Source: an optimization exercise on an open RTL-to-GDS flow (aim: small area and a short achievable clock period). Production flows keep margins and buffers that such runs may drop.
Only simulation tests tie the RTL to the original design; equivalence was not proved.
Power and IR drop assume default switching activity.

## flow/config.mk

```make
export PLATFORM = sky130hd
export DESIGN_NAME = CPU
export DESIGN_NICKNAME = CPU
export VERILOG_FILES = /design/flow/design.v
export SDC_FILE = /design/flow/constraint.sdc
export NUM_CORES = 4
export LEC_CHECK = 0
export CAP_MARGIN = 20
export CORE_MARGIN = 2
export CORE_UTILIZATION = 40
export SLEW_MARGIN = 20
```

## flow/constraint.sdc

```tcl
create_clock -name core_clock -period 19.0 [get_ports {clk}]
set_input_delay 3.8000 -clock core_clock [delete_from_list [all_inputs] [get_ports {clk}]]
set_output_delay 3.8000 -clock core_clock [all_outputs]
set_load 0.01 [all_outputs]
```

## flow/design.v

```verilog
module ALU (reg_one, reg_two, opcode, zero_flag, out);
	input wire [18:0] reg_one, reg_two;  
	input wire [2:0] opcode;
	output reg zero_flag;
	output reg [18:0] out;
	always @(*)
		begin
		case(opcode)
			3'b000: out = reg_one + reg_two;
			3'b001: out = reg_one - reg_two;
			3'b010: out = reg_one & reg_two;
			3'b011: out = reg_one | reg_two;
			3'b100: out = ($signed(reg_one) < $signed(reg_two)) 
								? 1 : 0;
			default: out = 0;
		endcase
		zero_flag = (out == 0) ? 1'b1 : 1'b0;
	end
endmodule
module ControlUnit(
	input [18:0] instruction,
	output reg [2:0] ALU_Code,
	output reg reg_write,
	output reg mem_write,
	output reg reg_mem_flag,
	output reg branch_flag,
	output reg lea_flag,
	output reg mvz_flag,
	output reg pcm_flag,
	output reg I_Flag,
	output reg J_Flag
);
	wire [1:0] itype = instruction[18:17];  
	wire [1:0] code = instruction[16:15];  
	wire [2:0] funct  = instruction[2:0];
	always @(*) begin
	mem_write = 1'b0;
	lea_flag = 1'b0;
	mvz_flag = 1'b0;
	pcm_flag = 1'b0;
	branch_flag = 1'b0;
	reg_mem_flag = 1'b0;
	ALU_Code = 3'b000;  
		case(itype)
			2'b00: begin  
				reg_write = 1'b1;
				I_Flag = 1'b0;
				J_Flag = 1'b0;
				case(funct) 
					3'b000: ALU_Code = 3'b000;  
					3'b010: ALU_Code = 3'b001;  
					3'b100: ALU_Code = 3'b010;  
					3'b101: ALU_Code = 3'b011;  
					3'b111: ALU_Code = 3'b100;  
					3'b001: begin  
							ALU_Code = 3'b000;
							mvz_flag = 1'b1;
						end
					default: ALU_Code = 3'b000;
				endcase
			end
			2'b01: begin  
				reg_write = 1'b1;
				I_Flag = 1'b1;
				J_Flag = 1'b0;
				case(code)
					2'b00: ALU_Code = 3'b000;  
					2'b01: ALU_Code = 3'b010;  
					2'b10: begin  
							ALU_Code = 3'b000;
							reg_mem_flag = 1'b1;
						end
					2'b11: begin  
						ALU_Code = 3'b000;
						lea_flag = 1'b1;
					end
				endcase
			end
			2'b10: begin  
				reg_write = 1'b0;
				I_Flag = 1'b1;
				J_Flag = 1'b0;
				case(code)
					2'b00: begin  
							ALU_Code = 3'b000;
							mem_write = 1'b1;
						end
					2'b01: begin  
							ALU_Code = 3'b000;
							mem_write = 1'b1;
							pcm_flag = 1'b1;
						end
					2'b10: begin  
							ALU_Code = 3'b001;
							branch_flag = 1'b1;
						end
					default: ;
				endcase
			end
			2'b11: begin  
				reg_write = 1'b0;
				I_Flag = 1'b0;
				J_Flag = 1'b1;
			end
		endcase
    end
endmodule
module RAM (clk, reset, address_write, data_write, 
write_enable, address_read, data_read);
	parameter D_WIDTH = 19;
	parameter A_WIDTH = 5;
	parameter A_MAX = 32;  
	input clk;
	input reset;
	input [A_WIDTH-1:0] address_write;
	input [D_WIDTH-1:0] data_write;
	input write_enable;
	input [A_WIDTH-1:0] address_read;
	output reg [D_WIDTH-1:0] data_read;
	reg [D_WIDTH-1:0] memory [A_MAX-1:0];
	integer i;
	always @(posedge clk or posedge reset) begin
		if (reset) begin
			for (i = 0; i < A_MAX; i = i + 1) begin
				memory[i] <= 19'b0;
			end
		end
		else if (write_enable) begin
			memory[address_write] <= data_write;
		end
	end
	always @(*) begin
		data_read <= memory[address_read];
	end
endmodule
module PC(
	input clk,  
	input reset,  
	input [4:0] address,  
	output reg [4:0] newAddress  
);
    always @(posedge clk or posedge reset) begin
        if (reset) begin
            newAddress <= 5'b0;
        end
        else begin
            newAddress <= address;
        end
    end
endmodule
module Registers(
	input clk,                
	input reset, 				  
	input w_enable,           
	input [2:0] add1,         
	input [2:0] add2,         
	input [2:0] add3,         
	input [18:0] data_in,     
	output reg [18:0] reg1,   
	output reg [18:0] reg2    
);
	reg [18:0] registers [0:7];
	integer i;
	always @(*) begin
		reg1 <= (add1 == 0) ? 19'b0 : registers[add1];
		reg2 <= (add2 == 0) ? 19'b0 : registers[add2];
	end
	always @(posedge clk or posedge reset) begin
		if (reset) begin
			for (i = 0; i < 8; i = i + 1) begin
				registers[i] <= 19'b0;
			end
		end
		else begin
			if (w_enable && (add3 != 0)) begin   
				registers[add3] <= data_in;
			end
		end
	end
endmodule
module CPU(
	input clk,
	input reset,
	output [4:0] instr_addr,
	input [18:0] instr,
	output [18:0] alu_result,
	output rf_we,
	output [2:0] rf_waddr,
	output [18:0] rf_wdata,
	output mem_we,
	output [4:0] mem_waddr,
	output [18:0] mem_wdata
);
	wire [18:0] instruction = instr;
	wire [4:0] instructionAddress;
	wire [4:0] newInstructionAddress;
	wire [2:0] ALU_Code;
	wire reg_write;
	wire mem_write;
	wire reg_write_enable;
	wire I_Flag, J_Flag, branch_flag,
		reg_mem_flag, zero_flag, lea_flag, mvz_flag, pcm_flag;
	wire [1:0] flags;
	wire signed [8:0]  immediate_9bit = instruction[8:0];  
	wire signed [18:0] immediate_19bit;  
	wire [11:0]  jump_address = instruction[11:0];
	wire [2:0] add1 = instruction[14:12];  
	wire [2:0] add2 = instruction[11:9];  
	wire [2:0] add3;  
	assign add3 = I_Flag ? add2 : instruction[8:6];
	wire [18:0] reg_data1;  
	wire [18:0] reg_data2;  
	wire [4:0] read_add;
	wire [4:0] write_add = alu_result[4:0];
	assign read_add = pcm_flag ? reg_data2 : alu_result[4:0];
	reg [18:0] alu_input1;
	reg [18:0] alu_input2;
	wire [18:0] mem_data;
	wire [18:0] mem_data_in;
	wire [18:0] reg_write_data;
	assign reg_write_data = 
		mvz_flag ? reg_data1 :
		reg_mem_flag ? mem_data : alu_result;
	wire [4:0] pc_plus_1 = newInstructionAddress + 1;
	assign instructionAddress = 
		pcm_flag ? mem_data :
		J_Flag ? jump_address :
		(branch_flag && zero_flag) ? pc_plus_1 + immediate_9bit :
		pc_plus_1;
	assign mem_data_in = pcm_flag ? mem_data + 1 : reg_data2;
	assign reg_write_enable = (reg_write & ~mvz_flag) | (reg_write & zero_flag);
	PC pc (
		.clk(clk),
		.reset(reset),
		.address(instructionAddress),
		.newAddress(newInstructionAddress)
	);
	assign instr_addr = newInstructionAddress;
	assign rf_we = reg_write_enable && (add3 != 0);
	assign rf_waddr = add3;
	assign rf_wdata = reg_write_data;
	assign mem_we = mem_write;
	assign mem_waddr = write_add;
	assign mem_wdata = mem_data_in;
	ControlUnit cu (
		.instruction(instruction),
		.ALU_Code(ALU_Code),
		.reg_write(reg_write),
		.mem_write(mem_write),
		.reg_mem_flag(reg_mem_flag),
		.branch_flag(branch_flag),
		.lea_flag(lea_flag),
		.mvz_flag(mvz_flag),
		.pcm_flag(pcm_flag),
		.I_Flag(I_Flag),
		.J_Flag(J_Flag)
	);
	Registers regs (
		.clk(clk),
		.reset(reset),
		.w_enable(reg_write_enable),
		.add1(add1),
		.add2(add2),
		.add3(add3),
		.data_in(reg_write_data),
		.reg1(reg_data1),
		.reg2(reg_data2)
	);
	RAM ram (
		.clk(clk),
		.reset(reset),
		.address_write(write_add),
		.data_write(mem_data_in),
		.write_enable(mem_write),
		.address_read(read_add),
		.data_read(mem_data)
	);
	ALU alu (
		.reg_one(alu_input1),
		.reg_two(alu_input2),
		.opcode(ALU_Code),
		.zero_flag(zero_flag),
		.out(alu_result)
	);
	assign flags = {I_Flag, J_Flag};
	assign immediate_19bit = {{10{immediate_9bit[8]}}, immediate_9bit};
	always @(*) begin
		case(flags)
			2'b00: begin  
				alu_input1 <= mvz_flag ? 0 : reg_data1;
				alu_input2 <= reg_data2;
			end
			2'b10: begin  
				alu_input1 <= reg_data1;
				alu_input2 <= branch_flag ? reg_data2 : 
									lea_flag ? (reg_data2 * immediate_9bit) : immediate_19bit;
			end
			default: begin  
				alu_input1 <= reg_data1;
				alu_input2 <= reg_data2;
			end
		endcase
	end
endmodule
```

## flow/run.sh

```bash
#!/bin/bash
# synth_recipe.tcl (not shown) runs the flow's synth.tcl, then flattens the netlist and writes it again
# the make line also repeats each setting of config.mk as NAME=value (left out here)
make -C /OpenROAD-flow-scripts/flow DESIGN_CONFIG=/design/flow/config.mk WORK_HOME=/design/flow/orfs CLKGATE_MAP_FILE= SYNTH_SCRIPT=/design/flow/synth_recipe.tcl finish
```

==> results.json, run 1 <==
{
  "internal_power_uw": 5380,
  "arrival_ns": 14.87,
  "hp-class": "reg -> reg",
  "ant_nets": 0,
  "power.total_uw": 10100,
  "netlist_instances": 4599,
  "finalHoldViolCount": 0,
  "crit_fanout": 18,
  "cp-start-kind": "input port",
  "io_buffers": 92,
  "hpwl_mm": 112,
  "clockPowerShare_pct": 16.7,
  "avgSynthCellArea_um2": 9.58,
  "ys_async_sr_fraction_pct": 100,
  "syn-num-nets": 4807,
  "place.gp.congestion": 0.929,
  "cts_max_path_buffers": 3,
  "layout_common_cells": "nand2_1 (807), dfrtp_1 (746), o21ai_0 (404), buf_4 (317), mux2_2 (269)",
  "clock_sinks": 746,
  "ys_types": 117,
  "finalWirelength_mm": 171,
  "seqPwrFrac_pct": 25.1,
  "relSlewSlack_pct": 22.5,
  "tritoncts": "yes",
  "grt.total_usage_pct": 30.1,
  "ys_seq_area_share_pct": 42.4,
  "layout-drive-gt1-share_pct": 21.6,
  "instances_no_fill": 6225,
  "layout_commonest_cell": "nand2_1",
  "grt_max_degree": 175,
  "cp_slowest_cell": "fa_1",
  "required_ns": 15.20,
  "die_y_um": 336,
  "grt_pass1_wl_mm": 252,
  "power_density_nw_per_um2": 197,
  "ios": 93,
  "rsz0062_at_grt": "true",
  "worst_slew_pin_slew_ns": 1.16,
  "power_switching_uw": 4690,
  "vias": 38135,
  "core_area_um2": 109000,
  "netlist_area_um2": 44100,
  "maxCapViolCount": 0,
  "drt_iter0_drc": 4834,
  "final-max-slew-violation-count": 0,
  "setup_viol": 0,
  "die_w_um": 336,
  "yosysWarnings": 8,
  "finalClockSkew_ns": 0.0698,
  "synth_seq_cells": 746,
  "critical_path_class": "in -> out",
  "cts_buffers": 85,
  "swShare_pct": 46.5,
  "cts_hold_buffers": 0,
  "post-route-drc-count": 0,
  "end_kind": "output pin",
  "wire_per_inst_um": 27.5,
  "dr.pass1.iters": 6,
  "die-area_um2": 113000,
  "fin_crit_ns": 18.67,
  "hold_depth": 2,
  "status": "finished clean",
  "globalRouteOverflowTotal": 0,
  "area_growth_pct": 16.2,
  "rows": 121,
  "placed_cells": 6067,
  "ir_drop_uv": 175,
  "grt_pass1_vias": 36801,
  "initial_core_util_pct": 40.4,
  "synthFlopType": "dfrtp_1",
  "reg2regPathDepth": 54,
  "combinationalPowerShare_pct": 58.3,
  "cts_htree_levels": 3,
  "fmax_mhz": 53.6,
  "root_buffer": "clkbuf_16",
  "viasPerCell": 6.13,
  "slowest_delay_ns": 0.54,
  "final_area_um2": 51200,
  "final_nets": 4956,
  "period_share_pct": 98.3,
  "crit_top_cell": "inv_1",
  "grt_antenna_before_repair": 5,
  "power.leakage_uw": 0.0228,
  "clock_latency_ns": 0.71,
  "clk_pin_slew_ns": 0.06,
  "synth_edf_count": 0,
  "dpl-instance-area_um2": 47900
}
-- sequential cells by signal, indices dropped and copies added (netlist names) --
name            count
pc.newAddress       5
ram.memory        608
regs.registers    133
-- through the flow --
| stage | util, % | setup TNS [ns] | hold WS [ns] | setup slack [ns] |
|---|---|---|---|---|
| 6_report | 47.0 | 0 | 0.475 | 0.328 |
| 3_3_place_gp | 43.9 | -0.101 | 0.455 | -0.0592 |
| 2_1_floorplan | - | 0 | 0.440 | 0.314 |
| 5_1_grt | 47.0 | -1.02 | 0.489 | -0.121 |
| 3_5_place_dp | 44.0 | -0.284 | 0.460 | -0.122 |
| 4_1_cts | 46.6 | 0 | 0.474 | 0.0241 |
-- synth_stat cells, types with 17 or more instances --
cell type	instances	area, µm²
fa_1	91	1820
dfrtp_1	746	18700
o21ai_1	47	235
a221o_1	23	230
a211oi_1	25	188
o211ai_1	17	128
buf_2	71	355
nor2b_1	19	119
a22oi_1	52	390
mux2_2	269	3030
inv_1	204	766
a21oi_1	176	881
buf_6	25	282
nand3_1	89	445
nand2_1	836	3140
buf_4	27	203
o21ai_0	406	2030
a21o_1	22	165
nand4_1	17	106
nor3_1	58	290
and3_1	41	257
buf_1	17	63.8
o22ai_1	38	238
ha_1	96	1200
a221oi_1	48	420
and2_1	51	319
o31ai_1	111	833
xnor2_1	46	403
mux4_2	23	518
nor2_1	145	544
o21ai_2	89	780
clkbuf_1	226	848
a22o_1	17	149
a31oi_1	35	219
mux2i_1	86	861
-- critical path: cells and delay by family --
kind / cells / cell delay [ns]
compound gates: 22 / 3.39
xor+xnor: 2 / 0.32
fa+ha+maj: 7 / 2.83
buf+inv: 15 / 2.46
mux: 1 / 0.12
simple gates: 8 / 1.89
-- power groups by stage --
stage	clock, µW	sequential (µW)	combinational, µW
after floorplan	0	2440	3330
after global placement	0	2510	5520
after detailed placement	0	2530	5570
after CTS	1700	2510	5600
after global routing	1760	2590	6260
final	1680	2530	5870
-- layer usage --
metal	vias up	share of wire (%)	global-route usage, %	wire (µm)
li1	16622	-	-	-
met1	19045	42	42.2	71700
met2	2059	43	44.7	73600
met3	409	10	6.31	17400
met4	0	4.9	13.3	8420
met5	-	0	0	0
-- final cells by class --
class | instances | area, µm²
Fill cell | 10304 | 57800
Multi-Input combinational cell | 3278 | 23400
Sequential cell | 746 | 18700
Timing Repair Buffer | 429 | 3680
Clock buffer | 123 | 2480
Tap cell | 1414 | 1770
Inverter | 208 | 787
Clock inverter | 26 | 363
Antenna cell | 1 | 2.50
-- kinds of logic after synthesis --
logic type                 count (synthesis)  share of synthesized area, %
xor gates and xnor gates                  59                          1.17
and+or+nand+nor                         1349                          13.7
adders and majority gates                187                          6.86
buffers and inverters                    576                          5.78
AOI/OAI and AO/OA                       1299                          19.9
DFF                                      746                          42.4
muxes                                    383                          10.2
-- final timing paths --
check | start | slack [ns] | endpoint
setup / recovery | instr[11] | 0.33 | mem_wdata[16]
hold / removal | ram.memory[28][14] | 0.47 | ram.memory[28][14]
setup reg to reg | regs.registers[7][5] | 7.82 | ram.memory[23][14]
hold reg to reg | ram.memory[28][14] | 0.47 | ram.memory[28][14]
max in group asynchronous | reset | 12.29 | ram.memory[16][13]
min in group asynchronous | reset | 3.61 | ram.memory[11][3]
-- what timing repair did --
| item | in CTS | in global routing |
|---|---|---|
| buffers inserted | 0 | 5 |
| resized for setup | 4 | 59 |
| gates cloned | 0 | 1 |
| pin swaps | 1 | 22 |
| endpoints found under the setup margin | 6 | 37 |
==> run 2, diff against run 1 <==
==> flow/design.v (replaced) <==
module CPU(
	input clk,
	input reset,
	output [4:0] instr_addr,
	input [18:0] instr,
	output reg [18:0] alu_result,
	output rf_we,
	output [2:0] rf_waddr,
	output reg [18:0] rf_wdata,
	output mem_we,
	output [4:0] mem_waddr,
	output [18:0] mem_wdata
);
	wire [1:0] ty    = instr[18:17];
	wire [1:0] code  = instr[16:15];
	wire [2:0] rs    = instr[14:12];
	wire [2:0] rt    = instr[11:9];
	wire [2:0] rd    = instr[8:6];
	wire [2:0] funct = instr[2:0];
	wire [8:0] imm   = instr[8:0];
	wire [18:0] simm = {{10{imm[8]}}, imm};
	wire t_r = (ty == 2'b00);
	wire t_i = (ty == 2'b01);
	wire t_m = (ty == 2'b10);
	wire t_j = (ty == 2'b11);
	reg [4:0] pc;
	reg [18:0] rf [1:7];
	reg [7:1] rf_v;
	reg [18:0] mem [0:31];
	reg [31:0] mem_v;
	reg [18:0] a, b;
	always @(*) begin
		case (rs)
			3'd1: a = rf_v[1] ? rf[1] : 19'd0;
			3'd2: a = rf_v[2] ? rf[2] : 19'd0;
			3'd3: a = rf_v[3] ? rf[3] : 19'd0;
			3'd4: a = rf_v[4] ? rf[4] : 19'd0;
			3'd5: a = rf_v[5] ? rf[5] : 19'd0;
			3'd6: a = rf_v[6] ? rf[6] : 19'd0;
			3'd7: a = rf_v[7] ? rf[7] : 19'd0;
			default: a = 19'd0;
		endcase
		case (rt)
			3'd1: b = rf_v[1] ? rf[1] : 19'd0;
			3'd2: b = rf_v[2] ? rf[2] : 19'd0;
			3'd3: b = rf_v[3] ? rf[3] : 19'd0;
			3'd4: b = rf_v[4] ? rf[4] : 19'd0;
			3'd5: b = rf_v[5] ? rf[5] : 19'd0;
			3'd6: b = rf_v[6] ? rf[6] : 19'd0;
			3'd7: b = rf_v[7] ? rf[7] : 19'd0;
			default: b = 19'd0;
		endcase
	end
	wire [18:0] sum_rr = a + b;
	wire [18:0] dif_rr = a - b;
	wire [18:0] sum_ri = a + simm;
	wire [18:0] lea    = a + b * imm;
	wire        slt    = (a[18] != b[18]) ? a[18] : dif_rr[18];
	wire        b_zero = (b == 19'd0);
	wire        equal  = (a == b);
	wire pcm = t_m && (code == 2'b01);
	wire [4:0] raddr = pcm ? b[4:0] : sum_ri[4:0];
	wire [18:0] mrd = mem_v[raddr] ? mem[raddr] : 19'd0;
	always @(*) begin
		case (ty)
			2'b00:
				case (funct)
					3'b010: alu_result = dif_rr;
					3'b100: alu_result = a & b;
					3'b101: alu_result = a | b;
					3'b111: alu_result = {18'd0, slt};
					3'b001: alu_result = b;
					default: alu_result = sum_rr;
				endcase
			2'b01:
				case (code)
					2'b01: alu_result = a & simm;
					2'b11: alu_result = lea;
					default: alu_result = sum_ri;
				endcase
			default:
				alu_result = (code == 2'b10) ? dif_rr : sum_ri;
		endcase
	end
	wire mvz = (funct == 3'b001);
	wire [2:0] wa = (t_i || t_m) ? rt : rd;
	wire wen = (t_r && (!mvz || b_zero)) || t_i;
	assign rf_we = wen && (wa != 3'd0);
	assign rf_waddr = wa;
	always @(*) begin
		if (t_r && mvz) rf_wdata = a;
		else if (t_i && code == 2'b10) rf_wdata = mrd;
		else rf_wdata = alu_result;
	end
	assign mem_we = t_m && !code[1];
	assign mem_waddr = sum_ri[4:0];
	assign mem_wdata = pcm ? mrd + 19'd1 : b;
	wire [4:0] pc1 = pc + 5'd1;
	wire beq = t_m && (code == 2'b10);
	wire [4:0] npc = pcm ? mrd[4:0] :
	                 t_j ? instr[4:0] :
	                 (beq && equal) ? pc1 + imm[4:0] : pc1;
	assign instr_addr = pc;
	always @(posedge clk or posedge reset)
		if (reset) pc <= 5'd0;
		else pc <= npc;
	integer i;
	always @(posedge clk)
		for (i = 1; i < 8; i = i + 1)
			if (rf_we && wa == i) rf[i] <= rf_wdata;
	always @(posedge clk or posedge reset)
		if (reset) rf_v <= 7'd0;
		else if (rf_we) rf_v[wa] <= 1'b1;
	integer j;
	always @(posedge clk)
		for (j = 0; j < 32; j = j + 1)
			if (mem_we && mem_waddr == j) mem[j] <= mem_wdata;
	always @(posedge clk or posedge reset)
		if (reset) mem_v <= 32'd0;
		else if (mem_we) mem_v[mem_waddr] <= 1'b1;
endmodule
==> results.json, run 2 <==
{
  "viasPerCell": 6.48,
  "top_regs": "mem (608), rf (133), mem_v (32)",
  "maxCapViolCount": 0,
  "ir_drop_uv": 78.6,
  "rows": 119,
  "syn-num-nets": 3895,
  "status": "finished clean",
  "synth_seq_cells": 785,
  "cts_htree_levels": 3,
  "drt_iter0_drc": 5126,
  "yosys-top-cells-count": "edfxtp_1 (741), nand2_1 (372), nor2_1 (221)",
  "post-route-drc-count": 0,
  "place.gp.congestion": 0.990,
  "power_switching_uw": 2610,
  "fmax_mhz": 58.5,
  "yosysWarnings": 3,
  "synth_edf_count": 741,
  "fin_setup_tns_ns": 0,
  "yosysTopAreaCell": "edfxtp_1",
  "grt_pass1_vias": 31735,
  "ios": 93,
  "grt_max_degree": 45,
  "vias": 33853,
  "fin_crit_ns": 17.08,
  "arrival_ns": 13.28,
  "finalClockSkew_ns": 0.0467,
  "crit_fanout": 33,
  "whs_ns": 0.466,
  "finalHoldViolCount": 0,
  "wire_per_inst_um": 32.1,
  "period_share_pct": 89.9,
  "relSlewSlack_pct": 24.1,
  "finalWirelength_mm": 168,
  "die_w_um": 330,
  "layout_common_cells": "edfxtp_1 (741), nand2_1 (372), nor2_1 (187), inv_1 (182), buf_4 (163)",
  "ys_seq_area_share_pct": 54.9,
  "end_kind": "output pin",
  "core_area_um2": 105000,
  "worst_slew_pin_slew_ns": 1.14,
  "ant_nets": 0,
  "cp_slowest_cell": "a2111oi_1",
  "die_y_um": 330,
  "ys_types": 112,
  "dr.pass1.iters": 19,
  "top_register": "mem",
  "grt_pass1_wl_mm": 238,
  "clock_latency_ns": 0.69,
  "netlist_area_um2": 42600,
  "netlist_instances": 3632,
  "yosys-top-cells-area": "edfxtp_1 (52%), fa_1 (5.0%), ha_1 (4.0%), nand2_1 (3.3%), dfrtp_1 (2.6%)",
  "hp-class": "reg -> reg",
  "clock_sinks": 785,
  "seqPwrFrac_pct": 32.7,
  "cts_buffers": 83,
  "layout-drive-gt1-share_pct": 11.4,
  "tritoncts": "yes",
  "cp-start-kind": "input port",
  "synthFlopType": "edfxtp_1",
  "setup_viol": 0,
  "critical_path_class": "in -> out",
  "required_ns": 15.20,
  "swShare_pct": 40.4,
  "power.leakage_uw": 0.0172,
  "largest_reg_flops": 608,
  "io_buffers": 92,
  "final_nets": 4025,
  "slowest_delay_ns": 0.96,
  "synth_top_cell_area_share_pct": 52.3,
  "initial_core_util_pct": 40.4,
  "combinationalPowerShare_pct": 42.5,
  "cts_setup_buffers": 0,
  "area_growth_pct": 14.1,
  "grt.total_usage_pct": 30.5,
  "internal_power_uw": 3860,
  "die-area_um2": 109000,
  "yosysMostFrequentCell": "edfxtp_1",
  "avgSynthCellArea_um2": 11.7,
  "ctsResizeCount": 0,
  "power_density_nw_per_um2": 133,
  "clk_pin_slew_ns": 0.06,
  "nFillCells": 9589,
  "crit_path_cell_trace": "clkdlybuf4s50_1 > nand3b_1 > o21ai_0 > nor4_1 > inv_1 > ha_1 > and3_1 > o21a_1 > o21ai_0 > o21a_2 > buf_4 > nor3_2 > a22o_1 > a221oi_1 > nand4_1 > a2111oi_1 > nor3_1 > ha_1 > and2_1 > and3_1 > nand3_1 > o221a_2 > clkdlybuf4s50_1",
  "clockPowerShare_pct": 24.8,
  "grt_antenna_before_repair": 5,
  "cts_hold_buffers": 0,
  "final-max-slew-violation-count": 0,
  "root_buffer": "clkbuf_16",
  "cts_max_path_buffers": 3,
  "globalRouteOverflowTotal": 0,
  "ys_async_sr_fraction_pct": 5.61,
  "layout_commonest_cell": "edfxtp_1",
  "rsz0062_at_grt": "false",
  "hpwl_mm": 113
}
-- run 2: final timing paths --
kind,from,cells after the start,slack (ns),to
max,instr[12],23,1.92,mem_wdata[12]
min,mem_v[11],1,0.47,mem_v[11]
max reg2reg,rf_v[2],23,10.08,mem[20][10]
min reg2reg,mem_v[11],1,0.47,mem_v[11]
max in group asynchronous,reset,3,14.94,mem_v[27]
min in group asynchronous,reset,3,3.61,rf_v[1]
-- run 2: area by class of cell --
cell class                      count  area, µm²  share of cell area, %
Inverter                          188        708                   1.46
Antenna cell                        2       5.00                 0.0103
Clock buffer                      111       2270                   4.68
Sequential cell                   785      23400                   48.1
Tap cell                         1391       1740                   3.58
Multi-Input combinational cell   2447      17900                   36.9
Timing Repair Buffer              257       2160                   4.45
Clock inverter                     44        405                  0.835
-- run 2: cells by family after synthesis --
logic type / after synthesis / share of synthesized area [%]
and+or+nand+nor: 1125 / 13.1
AOI/OAI and AO/OA: 902 / 14.9
DFF: 785 / 54.9
buffers and inverters: 400 / 3.98
adders and majority gates: 242 / 9.00
xor gates and xnor gates: 91 / 1.96
muxes: 87 / 2.12
-- run 2: power groups by stage --
stage          clock (µW)  sequential (µW)  combinational, µW
6_report             1600             2120               2750
5_1_grt              1680             2120               2910
4_1_cts              1610             2110               2680
3_5_place_dp            0             2150               2670
3_3_place_gp            0             2150               2660
2_1_floorplan           0             2130               1620
-- run 2: critical path, delay by kind of cell --
family	cells	cell delay, ns
adders and majority gates	2	0.71
AOI/OAI and AO/OA	8	4.02
and+or+nand+nor	9	2.66
buffers and inverters	4	2.02
-- run 2: stage by stage --
stage | power [µW] | util [%] | setup slack [ns] | area, µm² | std cells
finish | 6470 | 46.1 | 1.92 | 48600 | 5225
detailed placement | 4820 | 43.5 | 2.10 | 45900 | 5068
global placement | 4810 | 43.5 | 2.08 | 45900 | 5067
CTS | 6410 | 46.1 | 2.10 | 48600 | 5223
floorplan | 3750 | - | 4.70 | 42600 | 3632
global route | 6710 | 46.1 | 1.47 | 48600 | 5223
-- run 2: per-layer routing --
layer,vias to the layer above,wire [µm],track usage (%)
met5,-,40,0
met4,6,9790,15.2
met3,507,19200,6.25
met2,2486,75400,47.4
met1,16831,63400,40.7
li1,14023,-,-

==> static timing again, ports no longer ideal <==
The flow's constraints put no driver on any port. The routed layouts listed below were extracted and timed again, unchanged, in two steps.
Step 1 assumes that a clkbuf_16 drives the clock port and a buf_2 every other input.
Step 2 also shifts input and output timing later by t, the mid clock arrival at the registers, as if the neighbouring blocks saw the same clock.
a / b / c = ideal ports / drivers / drivers and shift; a / b = the first two.
| run | shift t [ns] | slack for setup (ns) | worst setup path after step 2 | worst register clock-pin slew, ns |
|---|---|---|---|---|
| run 1 | 0.745 | 0.328 / 0.306 / 0.306 | input to output | 0.06 / 0.06 |
| run 2 | 0.742 | 1.920 / 1.876 / 1.876 | input to output | 0.07 / 0.07 |
After both steps setup and hold are still met in every run listed. The setup slack of run 2, which loses most, moves by -0.044 ns with the drivers and by -0.044 ns with both steps.
